Source: an optimization exercise on an open RTL-to-GDS flow (aim: small area). Production flows keep margins and buffers that such runs may drop. In this exercise RTL edits were held to simulation tests only and were not proved equivalent to the original.

==> inputs of job 6814 <==
==> flow/design.v <==
`timescale 1ns / 1ps
module CORDIC_Sin(
    output [15:0] X0,
    output [15:0] Y0,
    output [15:0] Z0,
    input [15:0] Xin,
    input [15:0] Yin,
    input [15:0] Zin,
    input clk
);
    localparam [255:0] ALPHA = {
        16'h0000, 16'h0001, 16'h0001, 16'h0001,
        16'h0003, 16'h0007, 16'h000f, 16'h001f,
        16'h003f, 16'h007f, 16'h00ff, 16'h01ff,
        16'h03fa, 16'h07d6, 16'h0ed6, 16'h1921
    };
    reg  [15:0] x_reg [16:0];
    reg  [15:0] y_reg [16:0];
    reg  [15:0] z_reg [16:0];
    wire [15:0] sum_x [15:0];
    wire [15:0] sum_y [15:0];
    wire [15:0] sum_z [15:0];
    always @(posedge clk) begin
        x_reg[0] <= Xin;
        y_reg[0] <= Yin;
        z_reg[0] <= Zin;
    end
    genvar i, j;
    generate
        for (i = 0; i < 16; i = i + 1) begin : st
            wire        neg = z_reg[i][15];    
            wire        pos = ~neg;
            wire [31:0] xe = {{16{x_reg[i][15]}}, x_reg[i]};
            wire [31:0] ye = {{16{y_reg[i][15]}}, y_reg[i]};
            wire [15:0] xs = xe[i+15:i];         
            wire [15:0] ys = ye[i+15:i];         
            wire cx1 = pos ? (x_reg[i][0] | ~ys[0]) : (x_reg[i][0] & ys[0]);
            assign sum_x[i][0] = x_reg[i][0] ^ ys[0];
            rca #(15) ax(.s(sum_x[i][15:1]), .a(x_reg[i][15:1]),
                         .b(ys[15:1] ^ {15{pos}}), .ci(cx1));
            wire cy1 = neg ? (y_reg[i][0] | ~xs[0]) : (y_reg[i][0] & xs[0]);
            assign sum_y[i][0] = y_reg[i][0] ^ xs[0];
            rca #(15) ay(.s(sum_y[i][15:1]), .a(y_reg[i][15:1]),
                         .b(xs[15:1] ^ {15{neg}}), .ci(cy1));
            localparam [15:0] A = ALPHA[16*i +: 16];
            localparam integer K = (A[0] ? 0 : A[1] ? 1 : A[2] ? 2 : 3);
            if (A == 16'h0000) begin : zp
                assign sum_z[i] = z_reg[i];
            end else begin : zs
                for (j = 0; j < K; j = j + 1) begin : lo
                    assign sum_z[i][j] = z_reg[i][j];
                end
                assign sum_z[i][K] = ~z_reg[i][K];
                rca #(15 - K) az(.s(sum_z[i][15:K+1]), .a(z_reg[i][15:K+1]),
                                 .b(A[15:K+1] ^ {(15-K){pos}}), .ci(z_reg[i][K]));
            end
            always @(posedge clk) begin
                x_reg[i+1] <= sum_x[i];
                y_reg[i+1] <= sum_y[i];
                z_reg[i+1] <= sum_z[i];
            end
        end
    endgenerate
    assign X0 = x_reg[16];
    assign Y0 = y_reg[16];
    assign Z0 = z_reg[16];
endmodule
module rca #(parameter W = 16) (
    output [W-1:0] s,
    input  [W-1:0] a,
    input  [W-1:0] b,
    input          ci
);
    wire [W-1:0] c;
    assign c[0] = ci;
    genvar j;
    generate
        for (j = 0; j < W - 1; j = j + 1) begin : b_
            fa f(.s(s[j]), .co(c[j+1]), .a(a[j]), .b(b[j]), .ci(c[j]));
        end
    endgenerate
    xor2 t0(.y(t), .a(a[W-1]), .b(b[W-1]));
    xor2 t1(.y(s[W-1]), .a(t), .b(c[W-1]));
endmodule
module fa(
    output s,
    output co,
    input  a,
    input  b,
    input  ci
);
    assign s  = a ^ b ^ ci;
    assign co = (a & b) | (ci & (a ^ b));
endmodule
module xor2(
    output y,
    input  a,
    input  b
);
    assign y = a ^ b;
endmodule
==> flow/flow/run.sh <==
#!/bin/bash
# Standard ORFS layout with a leaner clock tree (larger sink clusters on
# clkbuf_8, no dummy loads), minimum-size port buffers and power recovery
# (downsizing of gates off the critical paths).
set -euo pipefail
export CTS_ARGS="-sink_clustering_enable -repair_clock_nets -dont_use_dummy_load -sink_clustering_size 18 -sink_clustering_max_diameter 70 -buf_list sky130_fd_sc_hd__clkbuf_8"
export BUFFER_PORTS_ARGS="-buffer_cell sky130_fd_sc_hd__buf_1"
export RECOVER_POWER=100
bash standard.sh > standard.log 2>&1
==> flow/standard.sh <==
#!/bin/bash
# synth_recipe.tcl (not shown) runs the flow's synth.tcl, then flattens the netlist and writes it again
# the make line also repeats each setting of config.mk as NAME=value (left out here)
make -C /OpenROAD-flow-scripts/flow DESIGN_CONFIG=/design/flow/config.mk WORK_HOME=/design/flow/orfs CLKGATE_MAP_FILE= SYNTH_SCRIPT=/design/flow/synth_recipe.tcl "${@:-finish}"
==> flow/config.mk <==
export PLATFORM = sky130hd
export DESIGN_NAME = CORDIC_Sin
export DESIGN_NICKNAME = CORDIC_Sin
export VERILOG_FILES = /design/flow/design.v
export SDC_FILE = /design/flow/constraint.sdc
export NUM_CORES = 4
export LEC_CHECK = 0
export CAP_MARGIN = 20
export CORE_MARGIN = 2
export CORE_UTILIZATION = 65
export SLEW_MARGIN = 20
export SYNTH_HIERARCHICAL = 1
export SYNTH_MINIMUM_KEEP_SIZE = 0
==> flow/constraint.sdc <==
create_clock -name core_clock -period 7.0 [get_ports {clk}]
set_input_delay 1.4000 -clock core_clock [delete_from_list [all_inputs] [get_ports {clk}]]
set_output_delay 1.4000 -clock core_clock [all_outputs]
set_load 0.01 [all_outputs]
==> job 6560 (differences from job 6814) <==
==> flow/design.v, changed modules only <==
module CORDIC_Sin(
    output [15:0] X0,
    output [15:0] Y0,
    output [15:0] Z0,
    input [15:0] Xin,
    input [15:0] Yin,
    input [15:0] Zin,
    input clk
);
    wire [15:0] alpha [15:0];
    assign alpha[0]  = 16'h1921;
    assign alpha[1]  = 16'h0ed6;
    assign alpha[2]  = 16'h07d6;
    assign alpha[3]  = 16'h03fa;
    assign alpha[4]  = 16'h01ff;
    assign alpha[5]  = 16'h00ff;
    assign alpha[6]  = 16'h007f;
    assign alpha[7]  = 16'h003f;
    assign alpha[8]  = 16'h001f;
    assign alpha[9]  = 16'h000f;
    assign alpha[10] = 16'h0007;
    assign alpha[11] = 16'h0003;
    assign alpha[12] = 16'h0001;
    assign alpha[13] = 16'h0001;
    assign alpha[14] = 16'h0001;
    assign alpha[15] = 16'h0000;
    reg  [15:0] x_reg [16:0];
    reg  [15:0] y_reg [16:0];
    reg  [15:0] z_reg [16:0];
    wire [15:0] sum_x [15:0];
    wire [15:0] sum_y [15:0];
    wire [15:0] sum_z [15:0];
    always @(posedge clk) begin
        x_reg[0] <= Xin;
        y_reg[0] <= Yin;
        z_reg[0] <= Zin;
    end
    genvar i;
    generate
        for (i = 0; i < 16; i = i + 1) begin : st
            wire        neg = z_reg[i][15];    
            wire        pos = ~neg;
            wire [31:0] xe = {{16{x_reg[i][15]}}, x_reg[i]};
            wire [31:0] ye = {{16{y_reg[i][15]}}, y_reg[i]};
            wire [15:0] xs = xe[i+15:i];         
            wire [15:0] ys = ye[i+15:i];         
            rca16 ax(.s(sum_x[i]), .a(x_reg[i]), .b(ys ^ {16{pos}}), .ci(pos));
            rca16 ay(.s(sum_y[i]), .a(y_reg[i]), .b(xs ^ {16{neg}}), .ci(neg));
            if (i < 15) begin : zs
                rca16 az(.s(sum_z[i]), .a(z_reg[i]), .b(alpha[i] ^ {16{pos}}), .ci(pos));
            end else begin : zp
                assign sum_z[i] = z_reg[i];
            end
            always @(posedge clk) begin
                x_reg[i+1] <= sum_x[i];
                y_reg[i+1] <= sum_y[i];
                z_reg[i+1] <= sum_z[i];
            end
        end
    endgenerate
    assign X0 = x_reg[16];
    assign Y0 = y_reg[16];
    assign Z0 = z_reg[16];
endmodule
module rca16(
    output [15:0] s,
    input  [15:0] a,
    input  [15:0] b,
    input         ci
);
    wire [16:0] c;
    assign c[0] = ci;
    genvar j;
    generate
        for (j = 0; j < 16; j = j + 1) begin : b_
            fa f(.s(s[j]), .co(c[j+1]), .a(a[j]), .b(b[j]), .ci(c[j]));
        end
    endgenerate
endmodule
// module rca removed
// module xor2 removed
==> flow/run.sh (new file) <==
#!/bin/bash
# synth_recipe.tcl (not shown) runs the flow's synth.tcl, then flattens the netlist and writes it again
# the make line also repeats each setting of config.mk as NAME=value (left out here)
make -C /OpenROAD-flow-scripts/flow DESIGN_CONFIG=/design/flow/config.mk WORK_HOME=/design/flow/orfs CLKGATE_MAP_FILE= SYNTH_SCRIPT=/design/flow/synth_recipe.tcl finish
- CORE_UTILIZATION: 65 -> 45
removed: flow/flow/run.sh
removed: flow/standard.sh
==> impl_metrics.env <==
export IMPL_fin_util_pct=69.30
export IMPL_synth_top_area_share_pct=48.88
export IMPL_yosys_warnings=15
export IMPL_grt_pass1_wl_mm=78.00
export IMPL_gp_congestion=0.7774
export IMPL_outcome="timing/DRC/antenna clean"
export IMPL_place_area_sq_mm=0.03475
export IMPL_seqCellArea_sq_mm=0.01632
export IMPL_final_cell_area_sq_mm=0.03541
export IMPL_place_hpwl_mm=37.17
export IMPL_multi_input_area_sq_mm=0.01667
export IMPL_yosys_top_cells_count="dfxtp_1 (815), fa_1 (655), xor2_1 (246)"
export IMPL_dieArea_sq_mm=0.05319
(the above is from job 6814)
==> impl_metrics.env <==
export IMPL_yosys_top_cells_count="dfxtp_1 (816), fa_1 (752), xnor2_1 (136), xor2_1 (136), buf_6 (18)"
export IMPL_top_layer_used="met4"
export IMPL_final_cell_area_sq_mm=0.04083
export IMPL_gp_congestion=0.7690
export IMPL_multi_input_area_sq_mm=0.01849
export IMPL_dieArea_sq_mm=0.07810
export IMPL_grt_pass1_wl_mm=83.77
export IMPL_fin_util_pct=54.03
export IMPL_outcome="timing/DRC/antenna clean"
export IMPL_place_area_sq_mm=0.03742
export IMPL_synthArstFlopShare_pct=0
export IMPL_seqCellArea_sq_mm=0.01640
export IMPL_yosys_warnings=13
export IMPL_place_hpwl_mm=38.45
(the above is from job 6560)

==> separate check: timing with driven ports <==
The flow's constraints put no driver on any port. The routed layouts listed below were extracted and timed again, unchanged, in two steps. Step 1, drivers: a clkbuf_16 drives clk and a buf_2 each remaining input, both assumed. Step 2 adds t to the input delays and takes it off the output delays; t is the mean of the earliest and latest rising clock arrival at the registers after step 1. Input paths then give back, and output paths get back, about the clock's delay inside the block. Slacks: ideal ports / drivers / drivers and shift; pairs: ideal ports / drivers.
run | t, ns | setup WS [ns] | hold slack, ns
job 6814 | 0.711 | 0.185 / 0.185 / 0.185 | 0.334 / 0.334 / 0.334
job 6560 | 0.678 | 0.160 / 0.160 / 0.160 | 0.324 / 0.324 / 0.324
After both steps setup and hold are still met in every run listed.
